This design comes from an exercise in tuning for small area, a short achievable clock period and few clock cycles on the open sky130 flow, not from production work.
At most, simulation tests tie the RTL to the original design; equivalence was not proved.
The flow treats the clock pin as an ideal source. Dropping or thinning the clock tree relies on that and would not hold on a real chip.
No activity file was given, so power comes from the tool's default toggle rates.

## top_axi_lite
module top_axi_lite (
    input  logic        clk,
    input  logic        rstn,
    input  logic        start,
    input  logic        mode,        
    input  logic [31:0] addr,
    input  logic [31:0] wdata_in,
    output logic [31:0] rdata_out,
    output logic        done
);
Size in the first run: ~1600 cells after synthesis, ~19000 sq um of cells after synthesis.
==> module top_axi_lite, before the edit <==
module top_axi_lite (
    input  logic        clk,
    input  logic        rstn,
    input  logic        start,
    input  logic        mode,        
    input  logic [31:0] addr,
    input  logic [31:0] wdata_in,
    output logic [31:0] rdata_out,
    output logic        done
);
    logic [31:0] mem [0:15];
    logic [31:0] mem_d [0:15];
    logic [31:0] rd;
    logic [3:0] lo, lon, hi, hin, wlo, wlon;
    always_comb begin
        for (int j = 0; j < 4; j++) begin
            lo[j]   =  (addr[3:2] == 2'(j));
            lon[j]  = !(addr[3:2] == 2'(j));
            hi[j]   =  (addr[5:4] == 2'(j));
            hin[j]  = !(addr[5:4] == 2'(j));
            wlo[j]  =  (start && mode && addr[3:2] == 2'(j));
            wlon[j] = !(start && mode && addr[3:2] == 2'(j));
        end
    end
    logic [15:0] we [0:1];
    logic [15:0] hold [0:1];
    logic [15:0] sel [0:1];
    for (genvar h = 0; h < 2; h++) begin : g_half
        for (genvar i = 0; i < 16; i++) begin : g_word
            rf_nor2  u_we   (.a(hin[i/4]), .b(wlon[i%4]), .y(we[h][i]));
            rf_nand2 u_hold (.a(hi[i/4]),  .b(wlo[i%4]),  .y(hold[h][i]));
            rf_nor2  u_sel  (.a(hin[i/4]), .b(lon[i%4]),  .y(sel[h][i]));
        end
    end
    for (genvar i = 0; i < 16; i++) begin : g_word
        for (genvar b = 0; b < 32; b++) begin : g_bit
            rf_ao22 u_next (
                .a1(we[b/16][i]), .a2(wdata_in[b]), .b1(hold[b/16][i]), .b2(mem[i][b]),
                .y(mem_d[i][b])
            );
        end
    end
    always_ff @(posedge clk) begin
        for (int i = 0; i < 16; i++) mem[i] <= mem_d[i];
    end
    logic [7:0] part [0:31];
    logic [3:0] quad [0:31];
    for (genvar b = 0; b < 32; b++) begin : g_rd
        for (genvar k = 0; k < 8; k++) begin : g_ao22
            rf_ao22 u_part (
                .a1(sel[b/16][2*k]),   .a2(mem[2*k][b]),
                .b1(sel[b/16][2*k+1]), .b2(mem[2*k+1][b]),
                .y(part[b][k])
            );
        end
        for (genvar k = 0; k < 4; k++) begin : g_nor2
            rf_nor2 u_quad (.a(part[b][2*k]), .b(part[b][2*k+1]), .y(quad[b][k]));
        end
        rf_nand4 u_rd (.a(quad[b][0]), .b(quad[b][1]), .c(quad[b][2]), .d(quad[b][3]), .y(rd[b]));
    end
    always_ff @(posedge clk) begin
        rdata_out <= rd;
    end
    always_ff @(posedge clk or negedge rstn) begin
        if (!rstn) done <= 1'b0;
        else       done <= start;
    end
endmodule
clock: 3.5 ns
lec_check: 0
cap_margin: 20
core_margin: 2
core_utilization: 55
setup_slack_margin: 1.85
slew_margin: 20
synth_hierarchical: 1
synth_minimum_keep_size: 0
standard.sh (not shown) runs the stock make flow with config.mk's settings and CLKGATE_MAP_FILE= SYNTH_SCRIPT=/design/flow/synth_recipe.tcl, a recipe that flattens the netlist after the stock synthesis.
==> flow/flow/run.sh <==
#!/bin/bash
# The standard layout with two changes:
#  - ports are buffered with buf_4 cells instead of the cell buffer_ports picks;
#  - at the end of the CTS step, flow/clock_tree.tcl replaces the clock tree
#    with a two-level one (clock port -> 2 root buffers -> 20 leaf buffers ->
#    flip-flops) and repairs timing again.
# Full output in standard.log (ORFS's per-step logs are under orfs/logs).
set -euo pipefail
export CT_LEAFS=20 CT_ROOTS=2
bash standard.sh "BUFFER_PORTS_ARGS=-buffer_cell sky130_fd_sc_hd__buf_4" \
  "POST_CTS_TCL=$PWD/flow/clock_tree.tcl" finish > standard.log 2>&1
Other scripts of this flow, unchanged in this note and not shown: flow/flow/clock_tree.tcl
Next try:
--- a/flow/design.v
+++ b/flow/design.v
@@ -3,6 +3,12 @@
     output logic y
 );
     assign y = (a1 & a2) | (b1 & b2);
+endmodule
+module rf_and2 (
+    input  logic a, b,
+    output logic y
+);
+    assign y = a & b;
 endmodule
 module rf_nand2 (
     input  logic a, b,
@@ -35,15 +41,12 @@
     logic [31:0] mem [0:15];
     logic [31:0] mem_d [0:15];
     logic [31:0] rd;
-    logic [3:0] lo, lon, hi, hin, wlo, wlon;
+    logic [3:0] lo, hi, whi;
     always_comb begin
         for (int j = 0; j < 4; j++) begin
-            lo[j]   =  (addr[3:2] == 2'(j));
-            lon[j]  = !(addr[3:2] == 2'(j));
-            hi[j]   =  (addr[5:4] == 2'(j));
-            hin[j]  = !(addr[5:4] == 2'(j));
-            wlo[j]  =  (start && mode && addr[3:2] == 2'(j));
-            wlon[j] = !(start && mode && addr[3:2] == 2'(j));
+            lo[j]  = (addr[3:2] == 2'(j));
+            hi[j]  = (addr[5:4] == 2'(j));
+            whi[j] = start && mode && (addr[5:4] == 2'(j));
         end
     end
     logic [15:0] we [0:1];
@@ -51,9 +54,9 @@
     logic [15:0] sel [0:1];
     for (genvar h = 0; h < 2; h++) begin : g_half
         for (genvar i = 0; i < 16; i++) begin : g_word
-            rf_nor2  u_we   (.a(hin[i/4]), .b(wlon[i%4]), .y(we[h][i]));
-            rf_nand2 u_hold (.a(hi[i/4]),  .b(wlo[i%4]),  .y(hold[h][i]));
-            rf_nor2  u_sel  (.a(hin[i/4]), .b(lon[i%4]),  .y(sel[h][i]));
+            rf_and2  u_we   (.a(whi[i/4]), .b(lo[i%4]), .y(we[h][i]));
+            rf_nand2 u_hold (.a(whi[i/4]), .b(lo[i%4]), .y(hold[h][i]));
+            rf_and2  u_sel  (.a(hi[i/4]),  .b(lo[i%4]), .y(sel[h][i]));
         end
     end
     for (genvar i = 0; i < 16; i++) begin : g_word
The changed run finished with timing, DRC and antenna clean; register-to-register slack improved by 30 ps; power came out lower slightly; clock skew falls by 3.3 ps; die area climbs slightly; global-route usage is lower by 1.1 points; wire length shrinks slightly; design area went down by a few percent; core utilization is lower by 2.4 points; cell count decreases by a few percent; worst hold slack is about the same; critical path depth goes down by 4; clock power falls slightly; synthesized area went up slightly; via count shrinks slightly.
Testbench counts after the change, summed over its fixed seeds: cycles 8,000.
No functional check of the RTL was part of the first run of this note. In every run of this note, the design's own scripts or RTL, not TritonCTS, make the clock network.


## the reference run
RTL: one of the versions met above, not the one the previous note started from.
Size: ~19000 µm² of cells after synthesis.
==> module rf_and2, before the edit <==
module rf_and2 (
    input  logic a, b,
    output logic y
);
    assign y = a & b;
endmodule
==> module top_axi_lite, before the edit <==
module top_axi_lite (
    input  logic        clk,
    input  logic        rstn,
    input  logic        start,
    input  logic        mode,        
    input  logic [31:0] addr,
    input  logic [31:0] wdata_in,
    output logic [31:0] rdata_out,
    output logic        done
);
    logic [31:0] mem [0:15];
    logic [31:0] mem_d [0:15];
    logic [31:0] rd;
    logic [3:0] lo, hi, whi;
    always_comb begin
        for (int j = 0; j < 4; j++) begin
            lo[j]  = (addr[3:2] == 2'(j));
            hi[j]  = (addr[5:4] == 2'(j));
            whi[j] = start && mode && (addr[5:4] == 2'(j));
        end
    end
    logic [15:0] we [0:1];
    logic [15:0] hold [0:1];
    logic [15:0] sel [0:1];
    for (genvar h = 0; h < 2; h++) begin : g_half
        for (genvar i = 0; i < 16; i++) begin : g_word
            rf_and2  u_we   (.a(whi[i/4]), .b(lo[i%4]), .y(we[h][i]));
            rf_nand2 u_hold (.a(whi[i/4]), .b(lo[i%4]), .y(hold[h][i]));
            rf_and2  u_sel  (.a(hi[i/4]),  .b(lo[i%4]), .y(sel[h][i]));
        end
    end
    for (genvar i = 0; i < 16; i++) begin : g_word
        for (genvar b = 0; b < 32; b++) begin : g_bit
            rf_ao22 u_next (
                .a1(we[b/16][i]), .a2(wdata_in[b]), .b1(hold[b/16][i]), .b2(mem[i][b]),
                .y(mem_d[i][b])
            );
        end
    end
    always_ff @(posedge clk) begin
        for (int i = 0; i < 16; i++) mem[i] <= mem_d[i];
    end
    logic [7:0] part [0:31];
    logic [3:0] quad [0:31];
    for (genvar b = 0; b < 32; b++) begin : g_rd
        for (genvar k = 0; k < 8; k++) begin : g_ao22
            rf_ao22 u_part (
                .a1(sel[b/16][2*k]),   .a2(mem[2*k][b]),
                .b1(sel[b/16][2*k+1]), .b2(mem[2*k+1][b]),
                .y(part[b][k])
            );
        end
        for (genvar k = 0; k < 4; k++) begin : g_nor2
            rf_nor2 u_quad (.a(part[b][2*k]), .b(part[b][2*k+1]), .y(quad[b][k]));
        end
        rf_nand4 u_rd (.a(quad[b][0]), .b(quad[b][1]), .c(quad[b][2]), .d(quad[b][3]), .y(rd[b]));
    end
    always_ff @(posedge clk) begin
        rdata_out <= rd;
    end
    always_ff @(posedge clk or negedge rstn) begin
        if (!rstn) done <= 1'b0;
        else       done <= start;
    end
endmodule
==> flow/config.mk <==
export PLATFORM = sky130hd
export DESIGN_NAME = top_axi_lite
export DESIGN_NICKNAME = top_axi_lite
export VERILOG_FILES = /design/flow/design.v
export SDC_FILE = /design/flow/constraint.sdc
export NUM_CORES = 4
export LEC_CHECK = 0
export CAP_MARGIN = 20
export CORE_MARGIN = 2
export CORE_UTILIZATION = 55
export SETUP_SLACK_MARGIN = 1.9
export SLEW_MARGIN = 20
export SYNTH_HIERARCHICAL = 1
export SYNTH_MINIMUM_KEEP_SIZE = 0
==> flow/constraint.sdc <==
create_clock -name core_clock -period 3.5 [get_ports {clk}]
set_input_delay 0.7000 -clock core_clock [delete_from_list [all_inputs] [get_ports {clk}]]
set_output_delay 0.7000 -clock core_clock [all_outputs]
set_load 0.01 [all_outputs]
Scripts as last shown in full above: flow/flow/run.sh
Other scripts of this flow, unchanged in this note and not shown: flow/flow/clock_tree.tcl
Having completed the whole flow, the reference run delivered a layout that passed the timing, DRC and antenna checks.
Testbench counts of the reference run, summed over its fixed seeds: cycles 8,000.
Changes in the trial run relative to the reference run:
==> flow/design.v, changed modules only <==
module top_axi_lite (
    input  logic        clk,
    input  logic        rstn,
    input  logic        start,
    input  logic        mode,        
    input  logic [31:0] addr,
    input  logic [31:0] wdata_in,
    output logic [31:0] rdata_out,
    output logic        done
);
    logic [31:0] mem [0:15];
    logic [31:0] mem_d [0:15];
    logic [31:0] rd;
    logic [3:0] lo, lon, hi, hin, wlo, wlon;
    always_comb begin
        for (int j = 0; j < 4; j++) begin
            lo[j]   =  (addr[3:2] == 2'(j));
            lon[j]  = !(addr[3:2] == 2'(j));
            hi[j]   =  (addr[5:4] == 2'(j));
            hin[j]  = !(addr[5:4] == 2'(j));
            wlo[j]  =  (start && mode && addr[3:2] == 2'(j));
            wlon[j] = !(start && mode && addr[3:2] == 2'(j));
        end
    end
    logic [15:0] we [0:1];
    logic [15:0] hold [0:1];
    logic [15:0] sel [0:1];
    for (genvar h = 0; h < 2; h++) begin : g_half
        for (genvar i = 0; i < 16; i++) begin : g_word
            rf_nor2  u_we   (.a(hin[i/4]), .b(wlon[i%4]), .y(we[h][i]));
            rf_nand2 u_hold (.a(hi[i/4]),  .b(wlo[i%4]),  .y(hold[h][i]));
            rf_nor2  u_sel  (.a(hin[i/4]), .b(lon[i%4]),  .y(sel[h][i]));
        end
    end
    for (genvar i = 0; i < 16; i++) begin : g_word
        for (genvar b = 0; b < 32; b++) begin : g_bit
            rf_ao22 u_next (
                .a1(we[b/16][i]), .a2(wdata_in[b]), .b1(hold[b/16][i]), .b2(mem[i][b]),
                .y(mem_d[i][b])
            );
        end
    end
    always_ff @(posedge clk) begin
        for (int i = 0; i < 16; i++) mem[i] <= mem_d[i];
    end
    logic [7:0] part [0:31];
    logic [3:0] quad [0:31];
    for (genvar b = 0; b < 32; b++) begin : g_rd
        for (genvar k = 0; k < 8; k++) begin : g_ao22
            rf_ao22 u_part (
                .a1(sel[b/16][2*k]),   .a2(mem[2*k][b]),
                .b1(sel[b/16][2*k+1]), .b2(mem[2*k+1][b]),
                .y(part[b][k])
            );
        end
        for (genvar k = 0; k < 4; k++) begin : g_nor2
            rf_nor2 u_quad (.a(part[b][2*k]), .b(part[b][2*k+1]), .y(quad[b][k]));
        end
        rf_nand4 u_rd (.a(quad[b][0]), .b(quad[b][1]), .c(quad[b][2]), .d(quad[b][3]), .y(rd[b]));
    end
    always_ff @(posedge clk) begin
        rdata_out <= rd;
    end
    always_ff @(posedge clk or negedge rstn) begin
        if (!rstn) done <= 1'b0;
        else       done <= start;
    end
endmodule
// module rf_and2 removed
==> run summary <==
- In summary, the trial run completed successfully, with a layout that passed the timing, DRC and antenna checks.
- Routed wire length on met3 for the trial run: about 44% down relative to the reference run
- Comparing top achievable clock speed for the reference run and the trial run, the smaller number came from the reference run.
- Area taken by multi-input logic gates: the trial run vs the reference run down about 1.5%
- The slowest cell on the critical path comes out a22o_1 in one run and or2_4 in the other, namely in the reference run and the trial run respectively.
- The reference run leaves less setup margin than the trial run.
- Relative to the reference run, the met3 usage of the trial run is lower by 4.9 points.
- In the reports for the reference run and the trial run, the larger clock period minus final worst setup slack belongs to the reference run.
- Across both runs, critical path depth was higher for the trial run than for the reference run.
- The layout overhead on the synthesized area of the trial run is higher than that of the reference run.
- Post-synthesis cell count (the trial run over the reference run): increase, 10
- Between the reference run and the trial run, the total wirelength of the detailed-routed design figures differ only marginally.
- Relative to the reference run, the summed instance area of the synthesized netlist measured on the trial run has decreased slightly.
- Diff the reference run and the trial run: setup slack at placement lower in the trial run
Only the layout flow was run in the trial run; the RTL was not checked for function there. No run of this note takes its clock network from TritonCTS; it comes from the design's own scripts or RTL.

## afterwards: timing with drivers on the ports
No port has a modelled driver above. Below, the same layouts with a new extraction and two added sets of constraints. Step 1 sets driving cells, clkbuf_16 on the clock port and buf_2 on the other inputs (assumed; they add their load-dependent delay and slew). Step 2 also shifts input and output timing later by t, the mid clock arrival at the registers, as if the neighbouring blocks saw the same clock. Three values: ideal ports, drivers, drivers and shift; two values: the first two.
| run | t (ns) | setup slack, ns | worst setup path after step 2 | slew at the worst register clock pin (ns) |
|---|---|---|---|---|
| the first run of note 1 | 0.491 | 1.811 / 1.728 / 1.237 | input to register | 0.12 / 0.12 |
| the second run of note 1 | 0.489 | 1.782 / 1.803 / 1.341 | input to register | 0.11 / 0.11 |
| the reference run | 0.500 | 1.774 / 1.760 / 1.298 | input to register | 0.11 / 0.11 |
| the trial run | 0.496 | 1.838 / 1.790 / 1.306 | input to register | 0.11 / 0.11 |
After both steps every run listed still meets setup and hold. For the first run of note 1, which loses most, drivers alone change the setup slack by -0.083 ns; drivers and shift together by -0.574 ns.
